What follows belongs to an exercise in optimizing a design on an open flow for small area, a short achievable clock period and few clock cycles; a production flow would make more cautious choices. At most, simulation tests tie the RTL to the original design; equivalence was not proved. No activity file was given, so power comes from the tool's default toggle rates.

// day02_core
module day02_core #(
    parameter N_ADDR_BITS = 16
) (
    input  wire                 clk,
    input  wire                 rst,
    input  wire [7:0]           rom_data,
    input  wire                 rom_valid,
    output reg  [N_ADDR_BITS:0] rom_addr,
    output wire [63:0]          part1_result,
    output wire [63:0]          part2_result,
    output reg                  done
);
    reg rst_q;
    reg  [5:0]  rq;         
    reg         vq;         
    reg         hold;       
    reg  [5:0]  skid;
    reg         in_b;       
    reg         eot;        
    reg  [4:0]  dc;         
    reg  [35:0] pdig;       
    reg  [35:0] hist;       
    reg  [9:1]  dec;        
    reg  [9:1]  gt;         
    reg         qa;         
    reg         pm;         
    wire        is_dig = rq[4];
    wire [3:0]  dig    = rq[3:0];
    wire        more   = rq[5];    
    reg         qv;         
    reg  [4:0]  qd;
    reg  [35:0] qp;
    reg  [2:0]  qf;
    reg         qb;
    reg         qpair;      
    reg  [2:0]  qskip;
    reg         busy;
    reg  [4:0]  cd;         
    reg  [35:0] cp;         
    reg  [2:0]  cf;         
    reg         cb;         
    reg         cpair;      
    reg  [2:0]  cskip;      
    reg  [1:0]  t;          
    reg         ph;         
    reg  [3:0]  i;          
    reg  [3:0]  pdq;        
    reg         kp1;        
  ...
Size in the first run: about 160 I/O pins.
Settings: LEC_CHECK=0, ABC_AREA=1, CAP_MARGIN=20, CORE_MARGIN=2, CORE_UTILIZATION=65, CTS_CLUSTER_DIAMETER=100, CTS_CLUSTER_SIZE=20, PLACE_DENSITY=0.75, SLEW_MARGIN=20; clock period 60.0 ns.
standard.sh (not shown) runs the stock make flow with config.mk's settings and CLKGATE_MAP_FILE= SYNTH_SCRIPT=/design/flow/synth_recipe.tcl, a recipe that flattens the netlist after the stock synthesis.
==> flow/flow/run.sh <==
#!/bin/bash
# The standard layout (standard.sh), with two changes:
#  - after the standard synthesis, OpenROAD's restructure re-maps the logic
#    between the registers for area (flow/restructure.tcl), with a copy of the
#    platform library that leaves out its don't-use cells (flow/filter_lib.py);
#  - buf_2 cells as the port buffers.
# Each tool's output goes to its own log in this folder.
set -eo pipefail
export BUFFER_PORTS_ARGS="-buffer_cell sky130_fd_sc_hd__buf_2"
bash standard.sh synth > standard_synth.log 2>&1
export RESULTS=$PWD/orfs/results/sky130hd/day02_core/base
export LIB=$FLOW_HOME/platforms/sky130hd/lib/sky130_fd_sc_hd__tt_025C_1v80.lib
export LIB_RS=$PWD/restructure_lib.lib
python3 flow/filter_lib.py "$LIB" "$LIB_RS" '*__lpflow_*' '*__probe*' '*__fill_*' \
    '*__dlygate*' '*__dlymetal*' '*__clkdly*' > filter_lib.log 2>&1
mkdir -p restructure_work
export WORK=$PWD/restructure_work
openroad -no_init -exit flow/restructure.tcl > restructure.log 2>&1
bash standard.sh > standard.log 2>&1
==> flow/flow/filter_lib.py <==
#!/usr/bin/env python3
# Writes a copy of a liberty file without the cells whose names match the given
# glob patterns (the platform's don't-use cells), for restructure/ABC.
import sys, fnmatch
src, dst, pats = sys.argv[1], sys.argv[2], sys.argv[3:]
text = open(src).read()
out = []
pos = 0
while True:
    i = text.find('cell (', pos)
    if i < 0:
        out.append(text[pos:])
        break
    # start of the line holding the cell group
    ls = text.rfind('\n', 0, i) + 1
    name = text[i + 6:text.find(')', i)].strip().strip('"')
    j = text.find('{', i)
    depth, k = 1, j + 1
    while depth:
        c = text[k]
        if c == '{':
            depth += 1
        elif c == '}':
            depth -= 1
        k += 1
    out.append(text[pos:ls])
    if not any(fnmatch.fnmatch(name, p) for p in pats):
        out.append(text[ls:k])
    pos = k
open(dst, 'w').write(''.join(out))
==> flow/flow/restructure.tcl <==
# Area recovery on the synthesized netlist: OpenROAD's restructure re-maps the
# combinational logic between registers with ABC (the registers are untouched).
# ABC maps to $::env(LIB_RS), the platform library less its don't-use cells.
set results $::env(RESULTS)
read_db $results/1_synth.odb
read_liberty $::env(LIB)
read_sdc $results/1_synth.sdc
report_design_area
restructure -liberty_file $::env(LIB_RS) -target area \
    -tielo_port sky130_fd_sc_hd__conb_1/LO -tiehi_port sky130_fd_sc_hd__conb_1/HI \
    -work_dir $::env(WORK)
report_design_area
write_db $results/1_synth.odb
The starting point passed the timing, design-rule and antenna checks.
Edit:
--- a/flow/design.v
+++ b/flow/design.v
@@ -154,18 +154,19 @@
     reg  [4:0]  cd;         
     reg  [35:0] cp;         
     reg  [2:0]  cf;         
     reg         cb;         
     reg         cpair;      
     reg  [2:0]  cskip;      
     reg  [1:0]  t;          
     reg         ph;         
     reg  [3:0]  i;          
+    reg  [3:0]  jr;         
     reg  [3:0]  pdq;        
     reg         kp1;        
     reg         kp21;       
     reg  [64:0] r;
     reg  [29:0] pb;         
     reg         bprev;      
     reg  [64:0] acc1;       
     reg  [64:0] accx;       
     assign part1_result = acc1[64:1];
@@ -219,19 +220,19 @@
                 nxt = 2'd2;
             else
                 nxt = 2'd3;
         end
     endfunction
     wire [1:0] tn     = nxt(cskip, t + 2'd1, three(cd));
     wire       last_t = (tn == 2'd3);
     wire       half_t = (t == 2'd0) && !cd[0];
     wire       f_t    = (t == 2'd0) ? cf[0] : (t == 2'd1) ? cf[1] : cf[2];
-    wire       jl     = (i == tlf(cd, t) - 4'd1);    
+    wire       jl     = (jr == 4'd0);
     wire       adj    = jl && !cpair;         
     wire       sg     = (cpair ? f_t : cb) ^ (t == 2'd2);    
     wire [64:0] k1, k21;
     wire [56:0] mval;
     period_summer u_tab (.d(cd), .t(t), .k1(k1), .k21(k21), .m(mval));
     reg       c_on, c_sh, d_on, d_sh, d_neg;
     always @(*) begin
         c_on = 1'b0; c_sh = 1'b0; d_on = 1'b1; d_sh = 1'b0; d_neg = 1'b0;
         if (adj && !f_t) begin                 
@@ -417,41 +418,44 @@
         end else begin
             if (p1 || kc || mrg) begin
                 if (to1) acc1 <= sum;
                 else     accx <= sum;
             end
             kp1  <= kp1_n;
             kp21 <= kp21_n;
             if (p0) begin
                 i   <= i + 4'd1;
+                jr  <= jr - 4'd1;
                 pdq <= nib(cp, i + 4'd1);
                 if (jl) ph <= 1'b1;
             end
             if (p1) begin
                 if (blast) begin
                     ph  <= 1'b0;
                     i   <= 4'd0;
+                    jr  <= tlf(cd, tn) - 4'd1;
                     pdq <= cp[3:0];
                     t   <= tn;
                 end
             end
             if (last_cyc) busy <= 1'b0;
             if (cload) begin
                 busy  <= (nxt(qskip, 2'd0, three(qd)) != 2'd3);
                 cd    <= qd;
                 cp    <= qp;
                 cf    <= qf;
                 cb    <= qb;
                 cpair <= qpair;
                 cskip <= qskip;
                 t     <= nxt(qskip, 2'd0, three(qd));
                 ph    <= 1'b0;
                 i     <= 4'd0;
+                jr    <= tlf(qd, nxt(qskip, 2'd0, three(qd))) - 4'd1;
                 pdq   <= qp[3:0];
                 kp1   <= !qpair && (qd >= 5'd3);
                 kp21  <= !qpair && (qd >= 5'd4);
             end
         end
         if (rst || rst_q) done <= 1'b0;
         else if (mrg) done <= 1'b1;
     end
 endmodule
- routed wire length went down by a few percent
- clock-buffer cell count is unchanged
- global-route usage went down by 1.5 points
- power went up by a few percent
- core utilization went down by 0.94 points
- cell count went up slightly
- worst setup slack gets better by 1.5 ns
- via count went down by a few percent
- register-to-register slack gets better by 2.1 ns
Testbench counts after the change, summed over its fixed seeds: cycles 35,727.
Only the layout flow was run in the first run of this note; the RTL was not checked for function there.

-- static timing again, ports no longer ideal --
No port has a modelled driver above. Below, the same layouts with a new extraction and two added sets of constraints.
Step 1: set_driving_cell puts a clkbuf_16 on clk and a buf_2 on each other input, an assumption about the parent block.
Step 2 times the ports against the registers' clock, not the clock port: input delays grow and output delays shrink by t, the midpoint of the rising clock arrivals with the driver on.
a / b / c = no drivers / after step 1 / after step 2; a / b = the first two.
| run | t (ns) | setup WS [ns] | pins driven straight from the clock port |
|---|---|---|---|
| the first run | 0.703 | 45.140 / 45.140 / 45.140 | 1 |
| the second run | 0.696 | 46.627 / 46.565 / 47.182 | 1 |
After both steps setup and hold are still met in every run listed.
